Background: an optimization exercise with open tools, aiming at a short achievable clock period and few clock cycles. Do not read the settings as production practice.
Only simulation tests tie the RTL to the original design; equivalence was not proved.
No activity file was given, so power comes from the tool's default toggle rates.

// CPU
module CPU(clk,rst,imem_addr,imem_rdata,dmem_addr,dmem_wdata,dmem_we,dmem_rdata);
==> flow/config.mk <==
export PLATFORM = sky130hd
export DESIGN_NAME = CPU
export DESIGN_NICKNAME = CPU
export VERILOG_FILES = /design/flow/design.v
export SDC_FILE = /design/flow/constraint.sdc
export NUM_CORES = 4
export LEC_CHECK = 0
export ABC_CLOCK_PERIOD_IN_PS = 2500
export CAP_MARGIN = 20
export CORE_MARGIN = 2
export CORE_UTILIZATION = 40
export SETUP_SLACK_MARGIN = 5
export SLEW_MARGIN = 20
==> flow/constraint.sdc <==
create_clock -name core_clock -period 12.0 [get_ports {clk}]
set_input_delay 2.4000 -clock core_clock [delete_from_list [all_inputs] [get_ports {clk}]]
set_output_delay 2.4000 -clock core_clock [all_outputs]
set_load 0.01 [all_outputs]
run.sh (not shown) runs the stock make flow with config.mk's settings and CLKGATE_MAP_FILE= SYNTH_SCRIPT=/design/flow/synth_recipe.tcl, a recipe that flattens the netlist after the stock synthesis.
Testbench counts at the start, summed over its fixed seeds: cycles 28,452.
Change:
ABC_CLOCK_PERIOD_IN_PS = not set   (was 2500)
SETUP_SLACK_MARGIN = 1   (was 5)
Outcome: Flip-flop and latch count is unchanged. Hold slack does not change. Via count is unchanged. Non-clock buffer count is unchanged.

========
## onyx
Another version of the RTL of CPU (not shown whole).
Size in the first run: roughly 5,900 cells after synthesis, roughly 160 I/O pins.
==> flow/config.mk <==
export PLATFORM = sky130hd
export DESIGN_NAME = CPU
export DESIGN_NICKNAME = CPU
export VERILOG_FILES = /design/flow/design.v
export SDC_FILE = /design/flow/constraint.sdc
export NUM_CORES = 4
export LEC_CHECK = 0
export CAP_MARGIN = 20
export CORE_MARGIN = 2
export CORE_UTILIZATION = 40
export CTS_CLUSTER_DIAMETER = 100
export CTS_CLUSTER_SIZE = 20
export PLACE_DENSITY = 0.45
export SLEW_MARGIN = 20
export SYNTH_HIERARCHICAL = 1
export SYNTH_MINIMUM_KEEP_SIZE = 0
==> flow/constraint.sdc <==
create_clock -name core_clock -period 12.0 [get_ports {clk}]
set_input_delay 2.4000 -clock core_clock [delete_from_list [all_inputs] [get_ports {clk}]]
set_output_delay 2.4000 -clock core_clock [all_outputs]
set_load 0.01 [all_outputs]
standard.sh (not shown) runs the stock make flow with config.mk's settings and CLKGATE_MAP_FILE= SYNTH_SCRIPT=/design/flow/synth_recipe.tcl, a recipe that flattens the netlist after the stock synthesis.
==> flow/flow/run.sh <==
#!/bin/bash
# Own layout flow: the standard flow (standard synthesis, same constraints and
# clock period), with a larger setup-slack target for timing repair, port buffers
# of a plain buffer cell, and sizing not restricted to the same cell footprint.
set -euo pipefail
sed 's|"\${@:-finish}"|SETUP_SLACK_MARGIN=9 MATCH_CELL_FOOTPRINT=0 BUFFER_PORTS_ARGS="-buffer_cell sky130_fd_sc_hd__buf_4" "${@:-finish}"|' standard.sh > own_standard.sh
grep -q 'SETUP_SLACK_MARGIN=9' own_standard.sh
bash own_standard.sh finish > own_flow_make.log 2>&1
Testbench counts of onyx, summed over its fixed seeds: cycles 28,452.
diff inputs: onyx => cedar
--- a/flow/config.mk
+++ b/flow/config.mk
@@ -8,8 +8,6 @@
 export CAP_MARGIN = 20
 export CORE_MARGIN = 2
-export CORE_UTILIZATION = 40
-export CTS_CLUSTER_DIAMETER = 100
-export CTS_CLUSTER_SIZE = 20
-export PLACE_DENSITY = 0.45
+export CORE_UTILIZATION = 60
+export PLACE_DENSITY = 0.65
 export SLEW_MARGIN = 20
 export SYNTH_HIERARCHICAL = 1
--- outcome ---
- From onyx to cedar the numbers moved as follows: final standard cell count with taps included and fillers excluded moved down; total length of routed wires moved down; total routing usage reported by global routing moved up; die area moved down.
- cedar ended up with a lower fraction of power spent switching nets than onyx did.
- Worst-case hold slack: cedar vs onyx down 0.0062 ns
- Relative to onyx, the number of buffers created by CTS measured on cedar has increased by more than half.
- Changes observed in cedar relative to onyx: total power consumption of the routed design now sits higher; share of power burned in combinational logic moved down; power share of the clock group shows an increase of 6.7 points.
- When the final numbers for cedar and onyx were put side by side, the signed area change from the synthesized netlist to the final layout turned out to be greater in cedar.
Edits applied to the flow inputs when going from cedar to willow:
--- a/flow/config.mk
+++ b/flow/config.mk
@@ -8,6 +8,6 @@
 export CAP_MARGIN = 20
 export CORE_MARGIN = 2
-export CORE_UTILIZATION = 60
-export PLACE_DENSITY = 0.65
+export CORE_UTILIZATION = 40
+export PLACE_DENSITY = 0.45
 export SLEW_MARGIN = 20
 export SYNTH_HIERARCHICAL = 1
Results
- For detailed placement HPWL, dividing the value from willow by the value from cedar gives 1.18.
- Combinational cell power (lower): cedar
- On sequential power, willow and cedar are basically level.
- After detailed routing, cedar needs less wire than willow.
- Summary of willow over cedar: final cell count picked up an extra about 10%, part of the power in the clock network picked up an extra 1.5 points, switching power of the nets picked up an extra 0.21 mW.
- Lower met1 wire length goes to cedar over willow.

========
## the reference run
CPU, a different RTL version from the one above (not shown whole).
Size in the first run: roughly 7,300 cells after synthesis, ~0.077 sq mm of cells after synthesis.
==> flow/config.mk <==
export PLATFORM = sky130hd
export DESIGN_NAME = CPU
export DESIGN_NICKNAME = CPU
export VERILOG_FILES = /design/flow/design.v
export SDC_FILE = /design/flow/constraint.sdc
export NUM_CORES = 4
export LEC_CHECK = 0
export CAP_MARGIN = 20
export CORE_MARGIN = 2
export CORE_UTILIZATION = 40
export CTS_CLUSTER_DIAMETER = 100
export CTS_CLUSTER_SIZE = 20
export PLACE_DENSITY = 0.45
export SLEW_MARGIN = 20
export SYNTH_HIERARCHICAL = 1
export SYNTH_MINIMUM_KEEP_SIZE = 0
==> flow/constraint.sdc <==
create_clock -name core_clock -period 12.0 [get_ports {clk}]
set_input_delay 2.4000 -clock core_clock [delete_from_list [all_inputs] [get_ports {clk}]]
set_output_delay 2.4000 -clock core_clock [all_outputs]
set_load 0.01 [all_outputs]
Scripts as last shown in full above: flow/flow/run.sh
The reference run was carried through to the last stage, and its layout satisfied the timing, DRC and antenna checks.
Testbench counts of the reference run, summed over its fixed seeds: cycles 28,452.
For the trial run, these inputs were changed with respect to the reference run:
# the reference run
export LEC_CHECK = 0
export CAP_MARGIN = 20
export CORE_MARGIN = 2
export CORE_UTILIZATION = 40
export CTS_CLUSTER_DIAMETER = 100
export CTS_CLUSTER_SIZE = 20
export PLACE_DENSITY = 0.45
export SLEW_MARGIN = 20
export SYNTH_HIERARCHICAL = 1
export SYNTH_MINIMUM_KEEP_SIZE = 0
create_clock -name core_clock -period 12.0 [get_ports {clk}]
# the trial run
export LEC_CHECK = 0
export CAP_MARGIN = 20
export CORE_MARGIN = 2
export CORE_UTILIZATION = 40
export PLACE_DENSITY = 0.45
export SLEW_MARGIN = 20
export SYNTH_HIERARCHICAL = 1
export SYNTH_MINIMUM_KEEP_SIZE = 0
create_clock -name core_clock -period 12.0 [get_ports {clk}]
==> results.txt <==
- Any difference in global routing met1 resource utilization between the reference run and the trial run is small enough to ignore.
- Diff the trial run and the reference run: post-CTS resize count higher in the reference run
- Cmp the trial run and the reference run / non-clock buffer count / lower: the trial run
- The lower power per cell area of the trial run and the reference run is in the reference run.
- Compared with the reference run, the trial run instantiates a larger number of standard cells.
- The trial run vs the reference run: CTS buffer count up by more than half
- Diff the reference run -> the trial run: worst-case hold slack lower; total power picked up an extra 2.0 mW; data arrival at the endpoint of the critical path moved up.

[afterwards: timing with drivers on the ports]
In the flow no input, the clock included, has a driving cell. The finished layouts below were timed again as built, in two steps. Step 1 assumes that a clkbuf_16 drives the clock port and a buf_2 every other input. Step 2, shift: input delay + t, output delay - t, t = (earliest + latest rising clock arrival at the registers) / 2. This alone moves slack from input paths to output paths. Three values: no drivers, after step 1, after step 2; two values: the first two.
run	t (ns)	slack for setup (ns)	worst data-port slew with drivers (ns)
the first run of note 1	0.908	6.459 / 6.459 / 6.459	0.14
the second run of note 1	0.908	6.459 / 6.459 / 6.459	0.14
onyx	0.855	8.281 / 8.197 / 7.703	0.07
cedar	0.905	8.270 / 8.190 / 7.743	0.14
willow	0.925	8.232 / 8.147 / 7.699	0.07
the reference run	0.875	8.363 / 8.273 / 7.752	0.08
the trial run	0.944	8.293 / 8.204 / 7.795	0.09
After both steps every run listed still meets setup and hold. For the reference run, which loses most, drivers alone change the setup slack by -0.090 ns; drivers and shift together by -0.611 ns.
